Context: an optimization exercise on an open-source flow, tuned for small area, a short achievable clock period and few clock cycles. The choices shown serve that exercise and are no tape-out recipe. The RTL was checked by simulation tests, not by an equivalence proof against the original design. Power and IR drop assume default switching activity.

==> inputs of job 6162 <==
==> flow/design.v <==
module divider(
	      input wire 	 clk,
	      input wire 	 resetn,
	      input wire 	 div,
	      input wire 	 isSigned,
	      input wire [31:0]  A,
	      input wire [31:0]  B,
	      output wire [31:0] Q,
	      output wire [31:0] R,
	      output wire 	 complete
	      );
    localparam IDLE = 3'd0, NORM = 3'd1, ITER = 3'd2, FIX = 3'd3, DONE = 3'd4;
    reg [2:0]  st;
    reg        sA, sB;      
    reg [31:0] P;           
    reg [32:0] M;           
    reg [31:0] Qr;          
    reg [4:0]  cnt;
    reg [5:0]  cA, cB;      
    function [5:0] clz32(input [31:0] x);
        reg [15:0] v1, c1; reg [7:0] v2; reg [15:0] c2;
        reg [3:0] v3; reg [11:0] c3; reg [1:0] v4; reg [7:0] c4; reg [4:0] c5;
        integer i;
        begin
            for (i = 0; i < 16; i = i + 1) begin
                v1[i] = x[2*i+1] | x[2*i];
                c1[i] = ~x[2*i+1];
            end
            for (i = 0; i < 8; i = i + 1) begin
                v2[i] = v1[2*i+1] | v1[2*i];
                c2[2*i+:2] = v1[2*i+1] ? {1'b0, c1[2*i+1]} : {1'b1, c1[2*i]};
            end
            for (i = 0; i < 4; i = i + 1) begin
                v3[i] = v2[2*i+1] | v2[2*i];
                c3[3*i+:3] = v2[2*i+1] ? {1'b0, c2[4*i+2+:2]} : {1'b1, c2[4*i+:2]};
            end
            for (i = 0; i < 2; i = i + 1) begin
                v4[i] = v3[2*i+1] | v3[2*i];
                c4[4*i+:4] = v3[2*i+1] ? {1'b0, c3[6*i+3+:3]} : {1'b1, c3[6*i+:3]};
            end
            c5 = v4[1] ? {1'b0, c4[7:4]} : {1'b1, c4[3:0]};
            clz32 = (v4[1] | v4[0]) ? {1'b0, c5} : 6'd32;
        end
    endfunction
    wire        nA = isSigned & A[31];
    wire        nB = isSigned & B[31];
    wire [31:0] XA = nA ? {~A[30:0], 1'b1} : A;
    wire [31:0] YB = B ^ {32{nB}};
    wire [6:0]  s   = {1'b0, cB} - {1'b0, cA};
    wire [4:0]  sc  = s[4:0] | {5{s[5]}};
    wire [32:0] Msh = ({1'b1, M[31:0]} << sc) | ~({33{1'b1}} << sc) & {33{~sB}};
    wire [31:0] absP = sA ? (~P + 32'd1) : P;
    wire [31:0] negQ = (sA ^ sB) ? (~Qr + 32'd1) : Qr;
    wire [32:0] T   = {1'b0, P} + M + {32'd0, ~sB};
    wire        q   = ~T[32];
    always @(posedge clk) begin
        if (!resetn) begin
            st <= IDLE;
        end else begin
            case (st)
            IDLE: begin
                P  <= A;
                M  <= {1'b1, ~YB};
                sA <= nA;
                sB <= nB;
                cA <= clz32(XA);
                cB <= clz32(YB);
                if (div) st <= NORM;
            end
            NORM: begin
                if (!s[6]) P <= absP;
                M   <= Msh;
                cnt <= sc;
                Qr  <= 32'd0;
                st  <= s[6] ? DONE : ITER;
            end
            ITER: begin
                if (q) P <= T[31:0];
                M   <= {M[32], M[32:1]};
                Qr  <= {Qr[30:0], q};
                cnt <= cnt - 5'd1;
                if (cnt == 5'd0) st <= (sA | sB) ? FIX : DONE;
            end
            FIX: begin
                P   <= absP;
                Qr  <= negQ;
                st  <= DONE;
            end
            default: ;
            endcase
        end
    end
    assign complete = (st == DONE);
    assign Q = Qr;
    assign R = P;
endmodule
==> flow/run.sh <==
#!/bin/bash
# synth_recipe.tcl (not shown) runs the flow's synth.tcl, then flattens the netlist and writes it again
# the make line also repeats each setting of config.mk as NAME=value (left out here)
make -C /OpenROAD-flow-scripts/flow DESIGN_CONFIG=/design/flow/config.mk WORK_HOME=/design/flow/orfs CLKGATE_MAP_FILE= SYNTH_SCRIPT=/design/flow/synth_recipe.tcl finish
==> flow/config.mk <==
export PLATFORM = sky130hd
export DESIGN_NAME = divider
export DESIGN_NICKNAME = divider
export VERILOG_FILES = /design/flow/design.v
export SDC_FILE = /design/flow/constraint.sdc
export NUM_CORES = 4
export LEC_CHECK = 0
export ABC_AREA = 1
export CAP_MARGIN = 20
export CORE_MARGIN = 2
export CORE_UTILIZATION = 40
export PLACE_DENSITY = 0.6
export SETUP_SLACK_MARGIN = 2.5
export SLEW_MARGIN = 20
==> flow/constraint.sdc <==
create_clock -name core_clock -period 5.5 [get_ports {clk}]
set_input_delay 1.1000 -clock core_clock [delete_from_list [all_inputs] [get_ports {clk}]]
set_output_delay 1.1000 -clock core_clock [all_outputs]
set_load 0.01 [all_outputs]
==> job 6249: changes against job 6162 <==
==> flow/design.v, changed modules only <==
module divider(
	      input wire 	 clk,
	      input wire 	 resetn,
	      input wire 	 div,
	      input wire 	 isSigned,
	      input wire [31:0]  A,
	      input wire [31:0]  B,
	      output wire [31:0] Q,
	      output wire [31:0] R,
	      output wire 	 complete
	      );
    wire [31:0] 			 absoluteA;
    wire [31:0] 			 absoluteB;
    wire [32:0] 			 extendedA;
    wire [32:0] 			 extendedB;
    wire                  zeroCounter;
    reg [63:0] 			 tempResult;
    reg [6:0] 			 counter;
    reg [31:0] 			 regQ;
    reg [63:0] 			 regA;
    reg [32:0] 			 regB;
    wire 			 Less;
    wire [31:0] 			 remainder;
    assign absoluteA = (isSigned && A[31]) ? ~A+1 : A;
    assign absoluteB = (isSigned && B[31]) ? ~B+1 : B;
    assign extendedA = {32'b0, absoluteA[31:0]};
    assign extendedB = {1'b0, absoluteB[31:0]};
    assign Less = (tempResult[63:31] < extendedB);
    assign complete = (counter == 7'd33);
    assign zeroCounter = (counter == 7'b0);
    always@(posedge clk) begin
        counter <=  (!resetn )?         7'b0 :
	                (div && !complete)? counter + 1 : 
                                        counter;
        tempResult  <=  (!resetn) ?     64'b0 :
                        (complete)?     tempResult : 
	     	            (zeroCounter)?  extendedA : 
	     	            (Less) ?        tempResult << 1 :
                                        {tempResult[63:31] - extendedB, tempResult[30:0]} << 1;
        regQ <= (~resetn || zeroCounter) ? 32'b0 :
                (complete)? regQ :
	            (Less) ?    regQ << 1 : 
                            (regQ << 1) | 32'b1 ;
    end
    assign Q = (complete && (~isSigned)) ? regQ :
	          (complete && (A[31] ^ B[31])) ? ~regQ+1 : regQ;
    assign R = (complete && (~isSigned)) ? tempResult[63:32] :
	          (complete && A[31]) ? ~tempResult[63:32]+1 : tempResult[63:32];
endmodule
--- a/flow/config.mk
+++ b/flow/config.mk
@@ -6,9 +6,7 @@
 export NUM_CORES = 4
 export LEC_CHECK = 0
-export ABC_AREA = 1
 export CAP_MARGIN = 20
 export CORE_MARGIN = 2
 export CORE_UTILIZATION = 40
 export PLACE_DENSITY = 0.6
-export SETUP_SLACK_MARGIN = 2.5
 export SLEW_MARGIN = 20
==> job 2858: changes against job 6162 <==
==> flow/design.v, changed modules only <==
module divider(
	      input wire 	 clk,
	      input wire 	 resetn,
	      input wire 	 div,
	      input wire 	 isSigned,
	      input wire [31:0]  A,
	      input wire [31:0]  B,
	      output wire [31:0] Q,
	      output wire [31:0] R,
	      output wire 	 complete
	      );
    localparam IDLE = 3'd0, NORM = 3'd1, ITER = 3'd2, NEGR = 3'd3, NEGQ = 3'd4, DONE = 3'd5;
    reg [2:0]  st;
    reg        sA, sB;      
    reg [31:0] P;           
    reg [32:0] M;           
    reg [31:0] Qr;          
    reg [5:0]  cnt;
    reg [5:0]  cA, cB;      
    reg        cA1;         
    function [5:0] clz32(input [31:0] x);
        reg [15:0] v1, c1; reg [7:0] v2; reg [15:0] c2;
        reg [3:0] v3; reg [11:0] c3; reg [1:0] v4; reg [7:0] c4; reg [4:0] c5;
        integer i;
        begin
            for (i = 0; i < 16; i = i + 1) begin
                v1[i] = x[2*i+1] | x[2*i];
                c1[i] = ~x[2*i+1];
            end
            for (i = 0; i < 8; i = i + 1) begin
                v2[i] = v1[2*i+1] | v1[2*i];
                c2[2*i+:2] = v1[2*i+1] ? {1'b0, c1[2*i+1]} : {1'b1, c1[2*i]};
            end
            for (i = 0; i < 4; i = i + 1) begin
                v3[i] = v2[2*i+1] | v2[2*i];
                c3[3*i+:3] = v2[2*i+1] ? {1'b0, c2[4*i+2+:2]} : {1'b1, c2[4*i+:2]};
            end
            for (i = 0; i < 2; i = i + 1) begin
                v4[i] = v3[2*i+1] | v3[2*i];
                c4[4*i+:4] = v3[2*i+1] ? {1'b0, c3[6*i+3+:3]} : {1'b1, c3[6*i+:3]};
            end
            c5 = v4[1] ? {1'b0, c4[7:4]} : {1'b1, c4[3:0]};
            clz32 = (v4[1] | v4[0]) ? {1'b0, c5} : 6'd32;
        end
    endfunction
    wire        nA = isSigned & A[31];
    wire        nB = isSigned & B[31];
    wire [31:0] XA = nA ? {~A[30:0], 1'b1} : A;
    wire        A2k = &(A[31:1] | ~A[30:0]);
    wire [31:0] YB = B ^ {32{nB}};
    wire [7:0]  s2  = {1'b0, cB, 1'b1} + {1'b1, ~cA, ~cA1};
    wire [6:0]  s   = s2[7:1];
    reg  [32:0] Msh;
    integer j;
    always @* begin
        Msh = {1'b1, M[31:0]};
        for (j = 0; j < 6; j = j + 1)
            if (s[j]) Msh = (Msh << (1 << j)) | ({33{~sB}} & ~({33{1'b1}} << (1 << j)));
    end
    reg         inq;        
    wire [31:0] ngi = inq ? Qr : P;
    wire [31:0] ngo = ~ngi + 32'd1;
    reg  [33:0] g, p, gn, pn;
    reg  [32:0] T;
    integer i, k;
    always @* begin
        g[0] = ~sB; p[0] = 1'b0;
        for (i = 0; i < 33; i = i + 1) begin
            g[i+1] = (i < 32 ? P[i] : 1'b0) & M[i];
            p[i+1] = (i < 32 ? P[i] : 1'b0) ^ M[i];
        end
        for (k = 1; k < 34; k = k * 2) begin
            gn = g; pn = p;
            for (i = 0; i < 34; i = i + 1)
                if (i >= k) begin
                    gn[i] = g[i] | (p[i] & g[i-k]);
                    pn[i] = p[i] & p[i-k];
                end
            g = gn; p = pn;
        end
        for (i = 0; i < 33; i = i + 1)
            T[i] = (i < 32 ? P[i] : 1'b0) ^ M[i] ^ g[i];
    end
    wire        q   = ~T[32];
    reg  [32:0] TM;
    integer n;
    always @* begin
        TM[32] = M[32];
        for (n = 31; n >= 0; n = n - 1) TM[n] = TM[n+1] & M[n];
    end
    wire        skip2 = ~|(P & {1'b1, TM[32:2]}) & (cnt != 6'd0);
    wire        last  = (cnt == 6'd0) | (skip2 & (cnt == 6'd1));
    always @(posedge clk) begin
        sA <= nA;
        sB <= nB;
        cA <= clz32(XA);
        cA1 <= nA & ~A2k;
        cB <= clz32(YB);
    end
    always @(posedge clk) begin
        cnt <= (st == NORM) ? s[5:0] : skip2 ? cnt - 6'd2 : cnt - 6'd1;
        M   <= (st == IDLE) ? {1'b1, ~YB} :
               (st == NORM) ? Msh :
               skip2 ? {M[32], M[32], M[32:2]} : {M[32], M[32:1]};
    end
    always @(posedge clk)
        inq <= resetn & (((st == ITER) & last & ~sA & sB) | ((st == NEGR) & ~sB));
    always @(posedge clk) begin
        if (!resetn) begin
            st <= IDLE;
        end else begin
            case (st)
            IDLE: begin
                P  <= A;
                if (div) st <= NORM;
            end
            NORM: begin
                if (!s[6] && sA) P <= ngo;
                Qr  <= 32'd0;
                st  <= s[6] ? DONE : ITER;
            end
            ITER: begin
                if (skip2) begin
                    Qr  <= {Qr[29:0], 2'b00};
                end else begin
                    if (q) P <= T[31:0];
                    Qr  <= {Qr[30:0], q};
                end
                if (last) st <= sA ? NEGR : sB ? NEGQ : DONE;
            end
            NEGR: begin
                P   <= ngo;
                st  <= sB ? DONE : NEGQ;
            end
            NEGQ: begin
                Qr  <= ngo;
                st  <= DONE;
            end
            default: ;
            endcase
        end
    end
    assign complete = (st == DONE);
    assign Q = Qr;
    assign R = P;
endmodule
==> flow/flow/run.sh (new file) <==
#!/bin/bash
# The standard layout, with the smallest buffer (buf_1) on every input and
# output port instead of ORFS's default port buffer.
set -euo pipefail
bash standard.sh "BUFFER_PORTS_ARGS=-buffer_cell sky130_fd_sc_hd__buf_1" finish > flow_make.log 2>&1
==> flow/standard.sh (new file) <==
#!/bin/bash
# synth_recipe.tcl (not shown) runs the flow's synth.tcl, then flattens the netlist and writes it again
# the make line also repeats each setting of config.mk as NAME=value (left out here)
make -C /OpenROAD-flow-scripts/flow DESIGN_CONFIG=/design/flow/config.mk WORK_HOME=/design/flow/orfs CLKGATE_MAP_FILE= SYNTH_SCRIPT=/design/flow/synth_recipe.tcl "${@:-finish}"
--- a/flow/config.mk
+++ b/flow/config.mk
@@ -11,4 +11,5 @@
 export CORE_UTILIZATION = 40
 export PLACE_DENSITY = 0.6
-export SETUP_SLACK_MARGIN = 2.5
+export SETUP_SLACK_MARGIN = 2.8
 export SLEW_MARGIN = 20
+export TNS_END_PERCENT = 0
removed: flow/run.sh
==> summary of the runs <==
Design area, lowest first: job 6249, job 2858, job 6162. Die area: job 6249 < job 6162 < job 2858. Of job 6249 and job 2858, job 2858 has the higher synthesized cell count (gap about 44%, measured against job 2858). Sequential share of layout area: job 6162 > job 2858 > job 6249. The highest first-iteration DRC count belongs to job 6162, the lowest to job 6249. The highest setup slack belongs to job 6162, the lowest to job 6249. In job 6162 the cell count is smaller than in job 2858, by about 2.4%. Area after synthesis: job 6249 is smaller than job 6162 (33%). The highest count of clock-buffer cells in the layout belongs to job 2858, the lowest to job 6249.
==> figures <==
| metric | job 2858 | job 6162 | job 6249 |
|---|---|---|---|
| Number of DRC markers after the initial detailed-route iteration | 1176 | 1484 | 494 |
| Clock slew at the register clock pins of the worst setup and hold paths | 0.06 ns | 0.06 ns | 0.07 ns |
| Critical R2R Capture | M[29] | P[25] | tempResult[60] |
| Distinct cell type count of the synthesized netlist | 62 | 57 | 65 |
| Power share of the sequential group | 0.209 | 0.186 | 0.420 |
| Ratio of layout area to synthesized area | 1.1908x | 1.2642x | 1.3443x |
| Synth Net Count | 2036 | 1950 | 1181 |
| Fraction of cell area in non-clock buffers | 0.08264 | 0.1282 | 0.2078 |
| Post-placement cell count | 2373 | 2315 | 1534 |
| Initial Utilization | 0.4084 | 0.4082 | 0.4045 |
| Vertical die dimension | 178.4 microns | 178.2 microns | 146.6 microns |
| Overall die area | 31830 sq um | 31740 sq um | 21490 sq um |
| Critical path peak fanout | 32 | 8 | 6 |
| Number of CTS-inserted buffers | 17 | 17 | 9 |
| Tapcell count | 390 | 390 | 270 |
| H-tree depth | 4 | 4 | 3 |
| Post-synthesis mux area share | 0.004113 | 0.0009282 | 0.01492 |
| Via density per instance | 5.691 | 5.862 | 5.501 |
| Result of the run | complete, no violations | complete, no violations | complete, no violations |
Testbench counts of job 6162, summed over its fixed seeds: cycles 27,961.
Testbench counts of job 6249, summed over its fixed seeds: cycles 81,600.
Testbench counts of job 2858, summed over its fixed seeds: cycles 25,708.

[port drivers added, routing unchanged]
No port has a modelled driver above. Below, the same layouts with a new extraction and two added sets of constraints.
Step 1 assumes that a clkbuf_16 drives the clock port and a buf_2 every other input.
Step 2 adds t to the input delays and takes it off the output delays; t is the mean of the earliest and latest rising clock arrival at the registers after step 1. Input paths then give back, and output paths get back, about the clock's delay inside the block.
a / b / c = ideal ports / drivers / drivers and shift; a / b = the first two.
run | t (ns) | setup WS [ns] | worst hold slack (ns) | latest minus earliest clock arrival (ns) | worst register clock-pin slew, ns
job 6162 | 0.493 | 2.550 / 2.547 / 2.229 | 0.523 / 0.523 / 0.523 | 0.014 / 0.014 | 0.07 / 0.07
job 6249 | 0.380 | 0.198 / 0.217 / -0.163 | 0.464 / 0.464 / 0.464 | 0.009 / 0.009 | 0.07 / 0.07
job 2858 | 0.480 | 2.323 / 2.346 / 1.866 | 0.599 / 0.599 / 0.599 | 0.013 / 0.013 | 0.06 / 0.06
With both steps, setup timing fails in job 6249, where it was met with ideal ports. The setup slack of job 2858, which loses most, moves by +0.023 ns with the drivers and by -0.457 ns with both steps.
